From an optimization exercise on the open Yosys and OpenROAD flow, aimed at small area, a short achievable clock period and few clock cycles per item; shortcuts taken in it are not production practice.
No driver is modelled on the clock port, so clocking that relies on it looks cheaper here than on a real chip.
Power and IR drop assume default switching activity.

==> module jpc_idecode, before the edit <==
module jpc_idecode(
    input  wire        clk,
    input  wire        rst,
    input  wire [31:0] instr_I,
    input  wire        instr_valid_I,
    input  wire        decode_ready_I,
    output wire        instr_ready_O,
    output wire [6:0]  opcode_O,
    output wire [2:0]  funct3_O,
    output wire [4:0]  rd_O,
    output wire [31:0] imm32_O,
    output wire [4:0]  rs1_O,
    output wire [4:0]  rs2_O,
    output wire [6:0]  funct7_O,
    output wire        ecall_O,
    output wire        ebreak_O,
    output wire        fence_O,
    output wire        fence_i_O,
    output wire        error_O,
    output reg         decode_valid_O
);
    assign instr_ready_O = decode_ready_I;
    always @(posedge clk or posedge rst) begin
        if (rst)
            decode_valid_O <= 1'b0;
        else
            decode_valid_O <= instr_valid_I & decode_ready_I;
    end
    wire [31:0] i  = instr_I;
    wire [6:0]  op = i[6:0];
    wire        s  = i[31];
    wire op_opimm = (op == 7'b0010011);
    wire op_load  = (op == 7'b0000011);
    wire op_jalr  = (op == 7'b1100111);
    wire op_store = (op == 7'b0100011);
    wire op_br    = (op == 7'b1100011);
    wire op_jal   = (op == 7'b1101111);
    wire op_lui   = (op == 7'b0110111);
    wire op_auipc = (op == 7'b0010111);
    wire op_op    = (op == 7'b0110011);
    wire op_sys   = (op == 7'b1110011);
    wire op_fence = (op == 7'b0001111);
    wire fmt_i = op_opimm | op_load | op_jalr;
    wire fmt_u = op_lui | op_auipc;
    wire upper_zero = (i[31:21] == 11'd0);
    wire d_imm0  = (fmt_i & i[20]) | (op_store & i[7]) | (fmt_u & i[12]);
    wire d_imm11 = ((fmt_i | op_store) & s) | (op_br & i[7]) | (op_jal & i[20]) | (fmt_u & i[23]);
    wire d_mid   = (fmt_i | op_store | op_br) & s;
    wire d_ij    = fmt_i | op_jal;
    wire d_sb    = op_store | op_br;
    wire d_sysz  = op_sys & upper_zero;
    wire d_fen   = op_fence & (i[14:13] == 2'b00);
    wire d_err   = ~(fmt_i | op_store | op_br | op_jal | fmt_u | op_op | op_sys | op_fence)
                 | (op_jalr & (i[14:12] != 3'b000))
                 | (op_sys & ~upper_zero)
                 | (op_fence & (i[14:13] != 2'b00));
    reg [31:0] ir;
    reg        imm0_r, imm11_r, mid_r, ij_r, sb_r, j_r, u_r;
    reg        sysz_r, fen_r, err_r;
    always @(posedge clk) begin
        ir      <= instr_I;
        imm0_r  <= d_imm0;
        imm11_r <= d_imm11;
        mid_r   <= d_mid;
        ij_r    <= d_ij;
        sb_r    <= d_sb;
        j_r     <= op_jal;
        u_r     <= fmt_u;
        sysz_r  <= d_sysz;
        fen_r   <= d_fen;
        err_r   <= d_err;
    end
    assign opcode_O = ir[6:0];
    assign rd_O     = ir[11:7];
    assign funct3_O = ir[14:12];
    assign rs1_O    = ir[19:15];
    assign rs2_O    = ir[24:20];
    assign funct7_O = ir[31:25];
    wire   isbj = ij_r | sb_r;
    assign imm32_O[0]     = imm0_r;
    assign imm32_O[4:1]   = ({4{ij_r}} & ir[24:21]) | ({4{sb_r}} & ir[11:8]) | ({4{u_r}} & ir[16:13]);
    assign imm32_O[10:5]  = ({6{isbj}} & ir[30:25]) | ({6{u_r}} & ir[22:17]);
    assign imm32_O[11]    = imm11_r;
    assign imm32_O[19:12] = {8{mid_r}} | ({8{j_r}} & ir[19:12]) | ({8{u_r}} & ir[31:24]);
    assign imm32_O[31:20] = {12{isbj & ir[31]}};
    assign ecall_O   = sysz_r & ~ir[20];
    assign ebreak_O  = sysz_r &  ir[20];
    assign fence_O   = fen_r  & ~ir[12];
    assign fence_i_O = fen_r  &  ir[12];
    assign error_O   = err_r;
endmodule
==> flow/config.mk <==
export PLATFORM = sky130hd
export DESIGN_NAME = jpc_idecode
export DESIGN_NICKNAME = jpc_idecode
export VERILOG_FILES = /design/flow/design.v
export SDC_FILE = /design/flow/constraint.sdc
export NUM_CORES = 4
export LEC_CHECK = 0
export CAP_MARGIN = 20
export CORE_MARGIN = 2
export CORE_UTILIZATION = 40
export PLACE_DENSITY = 0.8
export SETUP_SLACK_MARGIN = 2.65
export SLEW_MARGIN = 20
==> flow/constraint.sdc <==
create_clock -name core_clock -period 5.0 [get_ports {clk}]
set_input_delay 1.0000 -clock core_clock [delete_from_list [all_inputs] [get_ports {clk}]]
set_output_delay 1.0000 -clock core_clock [all_outputs]
set_load 0.01 [all_outputs]
standard.sh (not shown) runs the stock make flow with config.mk's settings and CLKGATE_MAP_FILE= SYNTH_SCRIPT=/design/flow/synth_recipe.tcl, a recipe that flattens the netlist after the stock synthesis.
==> flow/flow/run.sh <==
#!/bin/bash
# The standard layout with three changes:
#  - synthesis maps the logic with an area-oriented ABC script (flow/synth.tcl is the standard flow's
#    standard synthesis script with only ABC's script replaced by flow/abc_area.script);
#  - the port buffers are the platform's smallest plain buffer (buf_1) instead of the
#    default pick, a delay cell;
#  - clock tree synthesis is replaced by flow/clock.tcl: a few clock buffers, each at the
#    centre of a group of nearby flip-flops, driven directly by the clock port.
# Each tool's full output goes to a log of its own in this folder.
set -euo pipefail
HERE=$(pwd)
export MY_ABC_SCRIPT=$HERE/flow/abc_area.script
SYN="SYNTH_SCRIPT=$HERE/flow/synth.tcl"
PORTS="BUFFER_PORTS_ARGS=-buffer_cell sky130_fd_sc_hd__buf_1"
bash standard.sh "$SYN" "$PORTS" place > flow_place.log 2>&1
MARGIN=$(sed -n "s/^export SETUP_SLACK_MARGIN *= *//p" config.mk)
SETUP_SLACK_MARGIN=${MARGIN:-0} RES_DIR=orfs/results/$FLOW_PLATFORM/jpc_idecode/base \
  CLOCK_GROUPS=3 CLOCK_BUF=sky130_fd_sc_hd__clkbuf_8 \
  openroad -no_init -exit flow/clock.tcl > flow_clock.log 2>&1
bash standard.sh "$SYN" "$PORTS" finish > flow_finish.log 2>&1
Other scripts of this flow, unchanged in this note and not shown: flow/flow/abc_area.script, flow/flow/clock.tcl, flow/flow/synth.tcl
Rerun with:
--- a/flow/design.v
+++ b/flow/design.v
@@ -42,29 +42,27 @@
     wire op_fence = (op == 7'b0001111);
     wire fmt_i = op_opimm | op_load | op_jalr;
     wire fmt_u = op_lui | op_auipc;
     wire upper_zero = (i[31:21] == 11'd0);
     wire d_imm0  = (fmt_i & i[20]) | (op_store & i[7]) | (fmt_u & i[12]);
     wire d_imm11 = ((fmt_i | op_store) & s) | (op_br & i[7]) | (op_jal & i[20]) | (fmt_u & i[23]);
-    wire d_mid   = (fmt_i | op_store | op_br) & s;
     wire d_ij    = fmt_i | op_jal;
     wire d_sb    = op_store | op_br;
     wire d_sysz  = op_sys & upper_zero;
     wire d_fen   = op_fence & (i[14:13] == 2'b00);
     wire d_err   = ~(fmt_i | op_store | op_br | op_jal | fmt_u | op_op | op_sys | op_fence)
                  | (op_jalr & (i[14:12] != 3'b000))
                  | (op_sys & ~upper_zero)
                  | (op_fence & (i[14:13] != 2'b00));
     reg [31:0] ir;
-    reg        imm0_r, imm11_r, mid_r, ij_r, sb_r, j_r, u_r;
+    reg        imm0_r, imm11_r, ij_r, sb_r, j_r, u_r;
     reg        sysz_r, fen_r, err_r;
     always @(posedge clk) begin
         ir      <= instr_I;
         imm0_r  <= d_imm0;
         imm11_r <= d_imm11;
-        mid_r   <= d_mid;
         ij_r    <= d_ij;
         sb_r    <= d_sb;
         j_r     <= op_jal;
         u_r     <= fmt_u;
         sysz_r  <= d_sysz;
         fen_r   <= d_fen;
@@ -73,19 +71,19 @@
     assign opcode_O = ir[6:0];
     assign rd_O     = ir[11:7];
     assign funct3_O = ir[14:12];
     assign rs1_O    = ir[19:15];
     assign rs2_O    = ir[24:20];
     assign funct7_O = ir[31:25];
-    wire   isbj = ij_r | sb_r;
+    wire   isbj_r = ij_r | sb_r;
     assign imm32_O[0]     = imm0_r;
     assign imm32_O[4:1]   = ({4{ij_r}} & ir[24:21]) | ({4{sb_r}} & ir[11:8]) | ({4{u_r}} & ir[16:13]);
-    assign imm32_O[10:5]  = ({6{isbj}} & ir[30:25]) | ({6{u_r}} & ir[22:17]);
+    assign imm32_O[10:5]  = ({6{isbj_r}} & ir[30:25]) | ({6{u_r}} & ir[22:17]);
     assign imm32_O[11]    = imm11_r;
-    assign imm32_O[19:12] = {8{mid_r}} | ({8{j_r}} & ir[19:12]) | ({8{u_r}} & ir[31:24]);
-    assign imm32_O[31:20] = {12{isbj & ir[31]}};
+    assign imm32_O[19:12] = {8{isbj_r & ~j_r & ir[31]}} | ({8{j_r}} & ir[19:12]) | ({8{u_r}} & ir[31:24]);
+    assign imm32_O[31:20] = {12{isbj_r & ir[31]}};
     assign ecall_O   = sysz_r & ~ir[20];
     assign ebreak_O  = sysz_r &  ir[20];
     assign fence_O   = fen_r  & ~ir[12];
     assign fence_i_O = fen_r  &  ir[12];
     assign error_O   = err_r;
 endmodule
Result:
- fmax drops by 1.3%
- total power is lower by 1.7%
- clock power hardly moves
- synthesized cell count grows by 4.8%
- worst setup slack is worse by 0.029 ns
- hold slack gets better by 0.0058 ns
- die area decreases by about 2.2%
- cell count goes up by 3.4%
- design area hardly moves
No functional check of the RTL was part of any run of this note.

---

Starting RTL as in the previous note.
export LEC_CHECK = 0
export CAP_MARGIN = 20
export CORE_MARGIN = 2
export CORE_UTILIZATION = 40
export SETUP_SLACK_MARGIN = 2.65
export SLEW_MARGIN = 20
create_clock -name core_clock -period 5.0 [get_ports {clk}]
Scripts as last shown in full above: flow/flow/run.sh
Other scripts of this flow, unchanged in this note and not shown: flow/flow/abc_area.script, flow/flow/clock.tcl, flow/flow/synth.tcl
The starting point passed the timing, design-rule and antenna checks.
Next try:
--- a/flow/design.v
+++ b/flow/design.v
@@ -46,7 +46,8 @@
     wire d_imm0  = (fmt_i & i[20]) | (op_store & i[7]) | (fmt_u & i[12]);
     wire d_imm11 = ((fmt_i | op_store) & s) | (op_br & i[7]) | (op_jal & i[20]) | (fmt_u & i[23]);
-    wire d_mid   = (fmt_i | op_store | op_br) & s;
+    wire d_hi    = (fmt_i | op_store | op_br | op_jal) & s;
     wire d_ij    = fmt_i | op_jal;
     wire d_sb    = op_store | op_br;
+    wire d_isbj  = fmt_i | op_store | op_br | op_jal;
     wire d_sysz  = op_sys & upper_zero;
     wire d_fen   = op_fence & (i[14:13] == 2'b00);
@@ -56,5 +57,5 @@
                  | (op_fence & (i[14:13] != 2'b00));
     reg [31:0] ir;
-    reg        imm0_r, imm11_r, mid_r, ij_r, sb_r, j_r, u_r;
+    reg        imm0_r, imm11_r, hi_r, ij_r, sb_r, isbj_r, j_r, u_r;
     reg        sysz_r, fen_r, err_r;
     always @(posedge clk) begin
@@ -62,7 +63,8 @@
         imm0_r  <= d_imm0;
         imm11_r <= d_imm11;
-        mid_r   <= d_mid;
+        hi_r    <= d_hi;
         ij_r    <= d_ij;
         sb_r    <= d_sb;
+        isbj_r  <= d_isbj;
         j_r     <= op_jal;
         u_r     <= fmt_u;
@@ -77,11 +79,10 @@
     assign rs2_O    = ir[24:20];
     assign funct7_O = ir[31:25];
-    wire   isbj = ij_r | sb_r;
     assign imm32_O[0]     = imm0_r;
     assign imm32_O[4:1]   = ({4{ij_r}} & ir[24:21]) | ({4{sb_r}} & ir[11:8]) | ({4{u_r}} & ir[16:13]);
-    assign imm32_O[10:5]  = ({6{isbj}} & ir[30:25]) | ({6{u_r}} & ir[22:17]);
+    assign imm32_O[10:5]  = ({6{isbj_r}} & ir[30:25]) | ({6{u_r}} & ir[22:17]);
     assign imm32_O[11]    = imm11_r;
-    assign imm32_O[19:12] = {8{mid_r}} | ({8{j_r}} & ir[19:12]) | ({8{u_r}} & ir[31:24]);
-    assign imm32_O[31:20] = {12{isbj & ir[31]}};
+    assign imm32_O[19:12] = {8{hi_r & ~j_r}} | ({8{j_r}} & ir[19:12]) | ({8{u_r}} & ir[31:24]);
+    assign imm32_O[31:20] = {12{hi_r}};
     assign ecall_O   = sysz_r & ~ir[20];
     assign ebreak_O  = sysz_r &  ir[20];
=> The new run finished with timing, DRC and antenna clean. Hold slack gains 0.0037 ns. Total power went up by 0.92%. Setup slack got worse by 0.028 ns. Wire length went down by 3.0%. Non-clock buffer count stays the same. Clock-buffer cell count does not change. Utilization hardly moves. Design area stays flat. Area after synthesis stays flat. Sequential share of layout area rose by 1.1 points. Via count goes down by 1.1%.
Function was not checked in any run of this note: the RTL went through the layout flow alone.

[static timing again, ports no longer ideal]
Ports are ideal in the flow. The routed layouts listed here were re-timed in OpenROAD.
Step 1 sets driving cells, clkbuf_16 on the clock port and buf_2 on the other inputs (assumed; they add their load-dependent delay and slew).
Step 2 times the ports against the registers' clock, not the clock port: input delays grow and output delays shrink by t, the midpoint of the rising clock arrivals with the driver on.
Slacks: no drivers / after step 1 / after step 2; pairs: no drivers / after step 1.
run	shift t [ns]	setup WS [ns]	cell pins on the clock port's net
the first run of note 1	0.187	2.769 / 2.730 / 2.724	3
the second run of note 1	0.190	2.740 / 2.697 / 2.600	3
the first run of note 2	0.188	2.747 / 2.705 / 2.672	3
the second run of note 2	0.185	2.719 / 2.679 / 2.603	3
After both steps every run listed still meets setup and hold. For the second run of note 1, which loses most, drivers alone change the setup slack by -0.043 ns; drivers and shift together by -0.140 ns.
